Background: an optimization exercise with open tools, aiming at small area, a short achievable clock period and few clock cycles per item. Do not read the settings as production practice.
Function was checked by simulation only, so behaviour that the tests miss may differ from the original.
Power figures rest on the tool's default switching activity, not on a simulated workload.

==> inputs of job 9928 <==
==> flow/design.v <==
module hanoivm_fsm(
    input clk,
    input rst,
    input [7:0] opcode_in,
    input [80:0] operand_in,
    input valid,
    output ready,
    output reg [80:0] result_out,
    output reg done
);
    localparam D  = 15;
    localparam LO = 41;         
    localparam HI = 81 - LO;    
    reg [LO-1:0] sl [0:D-1];
    reg [HI-1:0] sh [0:D-1];
    reg [3:0]    sp;
    reg          nz;            
    reg          ge2;           
    reg          v2;
    reg          b_push, b_pop, b_add, b_down, b_hold;
    reg [HI-1:0] operand_h;
    reg          carry;
    reg [LO-1:0] result_l;
    assign ready = 1'b1;
    wire a_push = valid && opcode_in == 8'h01;
    wire a_pop  = valid && opcode_in == 8'h02 && nz;
    wire a_add  = valid && opcode_in == 8'h03 && ge2;
    wire a_down = a_pop || a_add;
    wire a_hold = !(a_push || a_down);
    wire [3:0] sp_next = a_push ? sp + 4'd1 : a_down ? sp - 4'd1 : sp;
    always @(posedge clk or posedge rst) begin
        if (rst) begin
            sp     <= 4'd0;
            nz     <= 1'b0;
            ge2    <= 1'b0;
            v2     <= 1'b0;
            b_push <= 1'b0;
            b_pop  <= 1'b0;
            b_add  <= 1'b0;
            b_down <= 1'b0;
            b_hold <= 1'b1;
            done   <= 1'b0;
        end else begin
            sp     <= sp_next;
            nz     <= sp_next != 4'd0;
            ge2    <= sp_next[3:1] != 3'd0;
            v2     <= valid;
            b_push <= a_push;
            b_pop  <= a_pop;
            b_add  <= a_add;
            b_down <= a_down;
            b_hold <= a_hold;
            done   <= v2;
        end
    end
    wire [LO:0] sum_l = {1'b0, sl[0]} + {1'b0, sl[1]};
    always @(posedge clk) begin
        operand_h <= operand_in[80:LO];
        carry     <= sum_l[LO];
        result_l  <= ({LO{a_push}} & operand_in[LO-1:0]) | ({LO{a_add}} & sum_l[LO-1:0]) |
                     ({LO{a_pop}} & sl[0]);
        sl[0]     <= ({LO{a_push}} & operand_in[LO-1:0]) | ({LO{a_add}} & sum_l[LO-1:0]) |
                     ({LO{a_pop}} & sl[1]) | ({LO{a_hold}} & sl[0]);
    end
    wire [HI:0]   sum_hc = {sh[0], 1'b1} + {sh[1], carry};
    wire [HI-1:0] sum_h  = sum_hc[HI:1];
    always @(posedge clk) begin
        result_out <= {({HI{b_push}} & operand_h) | ({HI{b_add}} & sum_h) |
                       ({HI{b_pop}} & sh[0]),
                       result_l};
        sh[0]      <= ({HI{b_push}} & operand_h) | ({HI{b_add}} & sum_h) |
                      ({HI{b_pop}} & sh[1]) | ({HI{b_hold}} & sh[0]);
    end
    genvar i;
    generate
        for (i = 1; i < D; i = i + 1) begin : g_shift
            always @(posedge clk) begin
                if (i < D-1) begin
                    sl[i] <= ({LO{a_push}} & sl[i-1]) | ({LO{a_down}} & sl[(i < D-1) ? i+1 : i]) |
                             ({LO{a_hold}} & sl[i]);
                    sh[i] <= ({HI{b_push}} & sh[i-1]) | ({HI{b_down}} & sh[(i < D-1) ? i+1 : i]) |
                             ({HI{b_hold}} & sh[i]);
                end else begin
                    sl[i] <= ({LO{a_push}} & sl[i-1]) | ({LO{!a_push}} & sl[i]);
                    sh[i] <= ({HI{b_push}} & sh[i-1]) | ({HI{!b_push}} & sh[i]);
                end
            end
        end
    endgenerate
endmodule
==> flow/flow/run.sh <==
#!/bin/bash
set -euo pipefail
bash standard.sh SETUP_SLACK_MARGIN=6 TNS_END_PERCENT=30 \
  "BUFFER_PORTS_ARGS=-buffer_cell sky130_fd_sc_hd__buf_2" \
  "CTS_ARGS=-sink_clustering_enable -repair_clock_nets -dont_use_dummy_load -sink_clustering_size 25 -sink_clustering_max_diameter 120" \
  finish > standard.log 2>&1
==> flow/standard.sh <==
#!/bin/bash
# synth_recipe.tcl (not shown) runs the flow's synth.tcl, then flattens the netlist and writes it again
# the make line also repeats each setting of config.mk as NAME=value (left out here)
make -C /OpenROAD-flow-scripts/flow DESIGN_CONFIG=/design/flow/config.mk WORK_HOME=/design/flow/orfs CLKGATE_MAP_FILE= SYNTH_SCRIPT=/design/flow/synth_recipe.tcl "${@:-finish}"
==> flow/config.mk <==
export PLATFORM = sky130hd
export DESIGN_NAME = hanoivm_fsm
export DESIGN_NICKNAME = hanoivm_fsm
export VERILOG_FILES = /design/flow/design.v
export SDC_FILE = /design/flow/constraint.sdc
export NUM_CORES = 4
export LEC_CHECK = 0
export CAP_MARGIN = 20
export CELL_PAD_IN_SITES_DETAIL_PLACEMENT = 1
export CELL_PAD_IN_SITES_GLOBAL_PLACEMENT = 1
export CORE_MARGIN = 2
export CORE_UTILIZATION = 35
export PLACE_DENSITY = 0.5
export SETUP_SLACK_MARGIN = 5
export SLEW_MARGIN = 20
==> flow/constraint.sdc <==
create_clock -name core_clock -period 9.0 [get_ports {clk}]
set_input_delay 1.8000 -clock core_clock [delete_from_list [all_inputs] [get_ports {clk}]]
set_output_delay 1.8000 -clock core_clock [all_outputs]
set_load 0.01 [all_outputs]
==> inputs of job 1488, as changes to job 9928 <==
==> flow/design.v (replaced) <==
module hanoivm_fsm(
    input clk,
    input rst,
    input [7:0] opcode_in,
    input [80:0] operand_in,
    input valid,
    output ready,
    output reg [80:0] result_out,
    output reg done
);
    localparam D  = 15;
    localparam LO = 41;         
    localparam HI = 81 - LO;    
    reg [LO-1:0] sl [0:D-1];
    reg [HI-1:0] sh [0:D-1];
    reg [3:0]    sp;            
    reg          ph;            
    reg          ph_c;          
    reg          v2;
    reg          a_push, a_pop, a_add, a_down, a_hold;
    reg [80:0]   operand_r;
    reg          v3;
    reg          b_push, b_pop, b_add, b_down, b_hold;
    reg [HI-1:0] operand_h;
    reg          carry;
    reg [LO-1:0] result_l;      
    assign ready = 1'b1;
    wire [3:0] sp_now = a_push ? sp + 4'd1 : a_down ? sp - 4'd1 : sp;
    wire       nz     = sp_now != 4'd0;
    wire       ge2    = sp_now[3:1] != 3'd0;
    wire c_push = valid && opcode_in == 8'h01;
    wire c_pop  = valid && opcode_in == 8'h02 && nz;
    wire c_add  = valid && opcode_in == 8'h03 && ge2;
    always @(posedge clk or posedge rst) begin
        if (rst) begin
            ph     <= 1'b0;
            v2     <= 1'b0;
            a_push <= 1'b0;
            a_pop  <= 1'b0;
            a_add  <= 1'b0;
            a_down <= 1'b0;
            a_hold <= 1'b1;
            v3     <= 1'b0;
            b_push <= 1'b0;
            b_pop  <= 1'b0;
            b_add  <= 1'b0;
            b_down <= 1'b0;
            b_hold <= 1'b1;
            sp     <= 4'd0;
            done   <= 1'b0;
        end else begin
            ph     <= !ph;
            v2     <= valid;
            a_push <= c_push;
            a_pop  <= c_pop;
            a_add  <= c_add;
            a_down <= c_pop || c_add;
            a_hold <= !(c_push || c_pop || c_add);
            v3     <= v2;
            b_push <= a_push;
            b_pop  <= a_pop;
            b_add  <= a_add;
            b_down <= a_down;
            b_hold <= a_hold;
            sp     <= sp_now;
            done   <= v3;
        end
    end
    always @(posedge clk) begin
        ph_c      <= !ph;
        operand_r <= operand_in;
        operand_h <= operand_r[80:LO];
    end
    wire [LO+1:0] sum_lc = {1'b0, sl[0], 1'b1} + {1'b0, sl[1], ph_c};
    wire [LO:0]   sum_l  = sum_lc[LO+1:1];
    wire [LO-1:0] op_l   = operand_r[LO-1:0] ^ {LO{ph}};
    always @(posedge clk) begin
        carry    <= sum_l[LO];
        result_l <= ({LO{a_push}} & op_l) | ({LO{a_add}} & sum_l[LO-1:0]) |
                    ({LO{a_pop}} & sl[0]) | {LO{a_hold & ph}};
        sl[0]    <= ~(({LO{a_push}} & op_l) | ({LO{a_add}} & sum_l[LO-1:0]) |
                      ({LO{a_pop}} & sl[1]) | ({LO{a_hold}} & sl[0]));
    end
    wire [HI:0]   sum_hc = {sh[0], 1'b1} + {sh[1], !carry};
    wire [HI-1:0] sum_h  = sum_hc[HI:1];
    wire [HI-1:0] op_h   = operand_h ^ {HI{ph}};
    always @(posedge clk) begin
        result_out <= {({HI{b_push}} & operand_h) |
                       ((({HI{b_add}} & sum_h) | ({HI{b_pop}} & sh[0])) ^ {HI{ph & b_down}}),
                       result_l ^ {LO{!ph}}};
        sh[0]      <= ~(({HI{b_push}} & op_h) | ({HI{b_add}} & sum_h) |
                        ({HI{b_pop}} & sh[1]) | ({HI{b_hold}} & sh[0]));
    end
    genvar i;
    generate
        for (i = 1; i < D; i = i + 1) begin : g_shift
            always @(posedge clk) begin
                if (i < D-1) begin
                    sl[i] <= ~(({LO{a_push}} & sl[i-1]) | ({LO{a_down}} & sl[(i < D-1) ? i+1 : i]) |
                               ({LO{a_hold}} & sl[i]));
                    sh[i] <= ~(({HI{b_push}} & sh[i-1]) | ({HI{b_down}} & sh[(i < D-1) ? i+1 : i]) |
                               ({HI{b_hold}} & sh[i]));
                end else begin
                    sl[i] <= ~(({LO{a_push}} & sl[i-1]) | ({LO{!a_push}} & sl[i]));
                    sh[i] <= ~(({HI{b_push}} & sh[i-1]) | ({HI{!b_push}} & sh[i]));
                end
            end
        end
    endgenerate
endmodule
==> flow/flow/run.sh (replaced) <==
#!/bin/bash
set -euo pipefail
bash standard.sh SETUP_SLACK_MARGIN=6.3 TNS_END_PERCENT=50 \
  "BUFFER_PORTS_ARGS=-buffer_cell sky130_fd_sc_hd__buf_2" \
  "CTS_ARGS=-sink_clustering_enable -repair_clock_nets -dont_use_dummy_load -sink_clustering_size 25 -sink_clustering_max_diameter 120" \
  finish > standard.log 2>&1
CELL_PAD_IN_SITES_DETAIL_PLACEMENT = not set   (was 1)
CELL_PAD_IN_SITES_GLOBAL_PLACEMENT = not set   (was 1)
CORE_UTILIZATION = 40   (was 35)
PLACE_DENSITY = 0.55   (was 0.5)
==> notes <==
Between job 1488 and job 9928, the lower global-route usage is in job 1488 (gap 1.9 points).
Clock power: job 1488 is larger than job 9928 (about 5%).
First-iteration DRC count: job 9928 is smaller than job 1488 (about 34%).
In job 9928 the clock-buffer cell count is lower than in job 1488, by 8.
Of job 1488 and job 9928, job 9928 has the higher area after synthesis (gap about 0.6%, measured against job 9928).
Between job 9928 and job 1488, the lower die area is in job 1488 (gap 15%, measured against job 1488).
==> figures <==
item                                                                       job 9928                  job 1488
Outcome                                            no timing/DRC/antenna violations  no timing/DRC/antenna violations
Area of the multi-input gates                                            21,200 µm²                21,800 µm²
CP max-delay cell                                           sky130_fd_sc_hd__or4b_4  sky130_fd_sc_hd__dfrtp_1
Fraction of standard cell area that is sequential                             0.455                     0.515
Power in sequential cells                                                 0.00629 W                 0.00709 W
Violation count after the first detailed-routing iteration                    4,967                     7,491
Post-synthesis async set-or-reset flop share                                0.00935                    0.0122
Multiplexer share of the synthesized area                                  0.000596                    0.0202
Buffer count from post-CTS setup fixing                                          64                        39
Synthesized instance count                                                    5,501                     4,415
Utilization of the core after routing                                         0.423                     0.448
Worst-case clock skew                                                     0.0216 ns                 0.0478 ns
Post-Syn Area per Cell                                                     9.53 µm²                  11.8 µm²
Core area                                                               149,000 µm²               129,000 µm²
Testbench counts of job 9928, summed over its fixed seeds: cycles 2,406, items 2,400.
Testbench counts of job 1488, summed over its fixed seeds: cycles 2,412, items 2,400.

port drivers added, routing unchanged:
No port has a modelled driver above. Below, the same layouts with a new extraction and two added sets of constraints.
Step 1, drivers: a clkbuf_16 drives clk and a buf_2 each remaining input, both assumed.
Step 2 adds t to the input delays and takes it off the output delays; t is the mean of the earliest and latest rising clock arrival at the registers after step 1. Input paths then give back, and output paths get back, about the clock's delay inside the block.
a / b / c = ideal ports / drivers / drivers and shift; a / b = the first two.
run	t (ns)	slack for setup (ns)	hold slack, ns	worst setup path after step 2
job 9928	0.797	5.488 / 5.527 / 4.730	0.328 / 0.328 / 0.328	input to register
job 1488	0.729	6.008 / 5.933 / 5.716	0.320 / 0.320 / 0.320	input to register
After both steps every run listed still meets setup and hold. The setup slack of job 9928, which loses most, moves by +0.039 ns with the drivers and by -0.758 ns with both steps.
